This is an optimization exercise on Yosys and OpenROAD, whose aim is small area, not a production implementation.
Function was checked by simulation only, so behaviour that the tests miss may differ from the original.

Setup of the previous run:
Design avr_core, start of the top module:
module avr_core (
	input clk,
	input rst,
	output [15:0]pgm_addr,
	input [15:0]pgm_data,
	output [15:0]data_addr,
	output [7:0]data_out,
	output data_write,
	input [7:0]data_in,
	output data_read,
	output [5:0]io_addr,
	output [7:0]io_out,
	output io_write,
	input [7:0]io_in,
	output io_read
	);
==> flow/config.mk <==
export PLATFORM = sky130hd
export DESIGN_NAME = avr_core
export DESIGN_NICKNAME = avr_core
export VERILOG_FILES = /design/flow/design.v
export SDC_FILE = /design/flow/constraint.sdc
export NUM_CORES = 4
export LEC_CHECK = 0
export CAP_MARGIN = 15
export CORE_MARGIN = 2
export CORE_UTILIZATION = 40
export GPL_TIMING_DRIVEN = 0
export PLACE_DENSITY = 0.75
export SLEW_MARGIN = 10
==> flow/constraint.sdc <==
create_clock -name core_clock -period 20.0 [get_ports {clk}]
set_input_delay 4.0000 -clock core_clock [delete_from_list [all_inputs] [get_ports {clk}]]
set_output_delay 4.0000 -clock core_clock [all_outputs]
set_load 0.01 [all_outputs]
standard.sh (not shown) runs the stock make flow with config.mk's settings and CLKGATE_MAP_FILE= SYNTH_SCRIPT=/design/flow/synth_recipe.tcl, a recipe that flattens the netlist after the stock synthesis.
==> flow/flow/run.sh <==
#!/bin/bash
# Own layout flow: the standard flow (standard.sh) with
#  - synthesis mapped by an area-oriented ABC script (flow/synth_area.tcl),
#  - port buffers of the smallest buffer cell,
set -euo pipefail
W=$(pwd)
bash "$W/standard.sh" \
  "SYNTH_SCRIPT=$W/flow/synth_area.tcl" \
  "BUFFER_PORTS_ARGS=-buffer_cell sky130_fd_sc_hd__buf_1" \
  "CTS_ARGS=-sink_clustering_enable -repair_clock_nets -dont_use_dummy_load -buf_list sky130_fd_sc_hd__clkbuf_4 -sink_clustering_size 10 -sink_clustering_max_diameter 35" \
  finish > "$W/flow_make.log" 2>&1
==> flow/flow/area.abc <==
&get -n
&st
&dch -f
&nf -R 1000 -F 8 -A 4 -p
&put
==> flow/flow/synth_area.tcl <==
# The standard synthesis (synth_recipe.tcl), with the technology mapping of
# the combinational logic done by an area-oriented ABC script (area.abc beside
# this file) in place of ORFS's delay-oriented one. Everything else, and so
# every register's name and cell type, is as in the standard synthesis.
set area_abc_script [file join [file dirname [file normalize [info script]]] area.abc]
proc synth {args} { yosys synth -nofsm -noshare {*}$args }
proc abc {args} {
  set i [lsearch -exact $args -script]
  if { $i >= 0 } {
    lset args [expr {$i + 1}] $::area_abc_script
  }
  yosys abc {*}$args
}
source $::env(SCRIPTS_DIR)/synth.tcl
# left out here: clear keep_hierarchy, flatten, clean up, hide names made inside functions, write 1_2_yosys.v
For the current run, these inputs were changed with respect to the previous run:
--- a/flow/design.v
+++ b/flow/design.v
@@ -80,23 +80,30 @@
 wire usec  = i_adc | i_sbc | i_cpc | i_sbci;
 wire cin   = usec & sreg_in[0];
 wire [7:0]x = i_neg ? 8'h00 : a;
 wire [7:0]y = imm ? K : i_w ? {2'b00, inst[7:6], inst[3:0]} : (i_inc | i_dec) ? 8'h01 : i_neg ? a : b;
 wire [7:0]s8;
 wire [8:0]c8;
 mega_rca #(.W(8)) addsub (.a(x), .b(sub ? ~y : y), .ci(cin ^ sub), .s(s8), .c(c8));
 wire aC = sub ^ c8[8];
 wire aH = sub ^ c8[4];
 wire aV = c8[8] ^ c8[7];
-wire [7:0]wh;
-wire [8:0]whc;
-mega_rca #(.W(8)) addw (.a(rd[15:8]), .b({8{i_sbiw}}), .ci(c8[8]), .s(wh), .c(whc));
+wire [8:0]wt;
+assign wt[0] = c8[8] ^ i_sbiw;
+genvar j;
+generate
+for (j = 0; j < 8; j = j + 1)
+begin : incdec
+	assign wt[j + 1] = wt[j] & (rd[8 + j] ^ i_sbiw);
+end
+endgenerate
+wire [7:0]wh = rd[15:8] ^ wt[7:0];
 wire [15:0]w16 = {wh, s8};
 wire [7:0]bmask = 8'h01 << inst[2:0];
 wire [7:0]bit_src = i_cbi ? io_in : a;
 wire bit_t = i_cbi ? inst[9] : sreg_in[6];
 wire arith = i_sub | i_sbc | i_cp | i_cpc | imm | i_add | i_adc | i_neg | i_inc | i_dec;
 wire logic_op = i_and | i_eor | i_or | i_ori | i_andi;
 wire shift = i_asr | i_lsr | i_ror;
 always @ *
 begin
 	R = 16'h0000;
@@ -492,23 +499,23 @@
 wire p_gld = P[15:9] == 7'b1001000;
 wire p_ldmem = (p_gld & (P[3:0] == 4'b0000 | P[2:0] == 3'b001 | P[2:0] == 3'b010 | P[3:0] == 4'b1100 |
 		P[3:0] == 4'b1101 | P[3:0] == 4'b1110 | P[3:0] == 4'b1111)) |
 		(P[15:14] == 2'b10 & ~P[12] & ~P[9]);
 wire p_lpm = (p_gld & P[3:2] == 2'b01) | (P[15:5] == 11'b10010101110 & P[3:0] == 4'b1000);
 wire p_lpm_p = p_gld & P[3:2] == 2'b01 & P[0];
 wire [7:0]pgm_byte_sel = (p_lpm_p ? rs1h : reg_rs2[0]) ? pgm_data[15:8] : pgm_data[7:0];
 always @ *
 begin
 	reg_rd = alu_rd;
-	if (st0 & (p_ldmem | p_in)) reg_rd = {8'h00, bus_in};
+	if (st0 & (p_ldmem | p_in)) reg_rd[7:0] = bus_in;
 	if (st1 | st2) reg_rd = ad_sum;
-	if (st2 & p_lpm) reg_rd = {8'h00, pgm_byte_sel};
+	if (st2 & p_lpm) reg_rd[7:0] = pgm_byte_sel;
 end
 assign pgm_addr = (execute & st1 & p_lpm) ? {1'b0, reg_rs2[15:1]} : PC;
 reg [4:0]n_rs1a, n_rs2a, n_rda;
 reg n_reg_rs1m, n_reg_rs2m, n_reg_rdm, n_reg_rdw;
 always @ *
 begin
 	n_rs1a = I[8:4];
 	if (e0 & (muls | immop)) n_rs1a[4] = 1'b1;
 	if (e0 & mulx) n_rs1a[4:3] = 2'b10;
 	if (e0 & adiw) n_rs1a[4:2] = 3'b111;
--- outcome ---
Delta (the current run minus the previous run): minimum setup slack after placement has decreased; count of buffer and inverter cells on the critical path went up 1.
Status: clock buffer and inverter area fraction after layout parity (the current run, the previous run)
The current run reports a lower wire length after detailed routing than the previous run does.
Summary of the current run over the previous run: non-clock buffer count fell 10, xor and xnor area share after synthesis went up, total nets after synthesis stayed essentially flat.
On the current run: total routing usage reported by global routing is 0.21 points lower than what the previous run gave.
Looking only at net count reported at finish, and setting everything else aside, the lower value of the current run and the previous run goes to the current run.
Die boundary height delta (the current run -> the previous run): insignificant
Number of vias after detailed routing delta (the current run -> the previous run): insignificant

==> what the ideal ports hide <==
The flow's constraints put no driver on any port. The routed layouts listed below were extracted and timed again, unchanged, in two steps. Step 1 sets driving cells, clkbuf_16 on the clock port and buf_2 on the other inputs (assumed; they add their load-dependent delay and slew). Step 2, shift: input delay + t, output delay - t, t = (earliest + latest rising clock arrival at the registers) / 2. This alone moves slack from input paths to output paths. Three values: ideal, step 1, step 2; two values: the first two.
| run | t (ns) | slack for setup (ns) | worst register clock-pin slew, ns | cell pins on the clock port's net |
|---|---|---|---|---|
| the previous run | 0.885 | 0.812 / 0.812 / 0.812 | 0.11 / 0.11 | 1 |
| the current run | 0.799 | 0.726 / 0.726 / 0.726 | 0.12 / 0.12 | 1 |
After both steps every run listed still meets setup and hold.
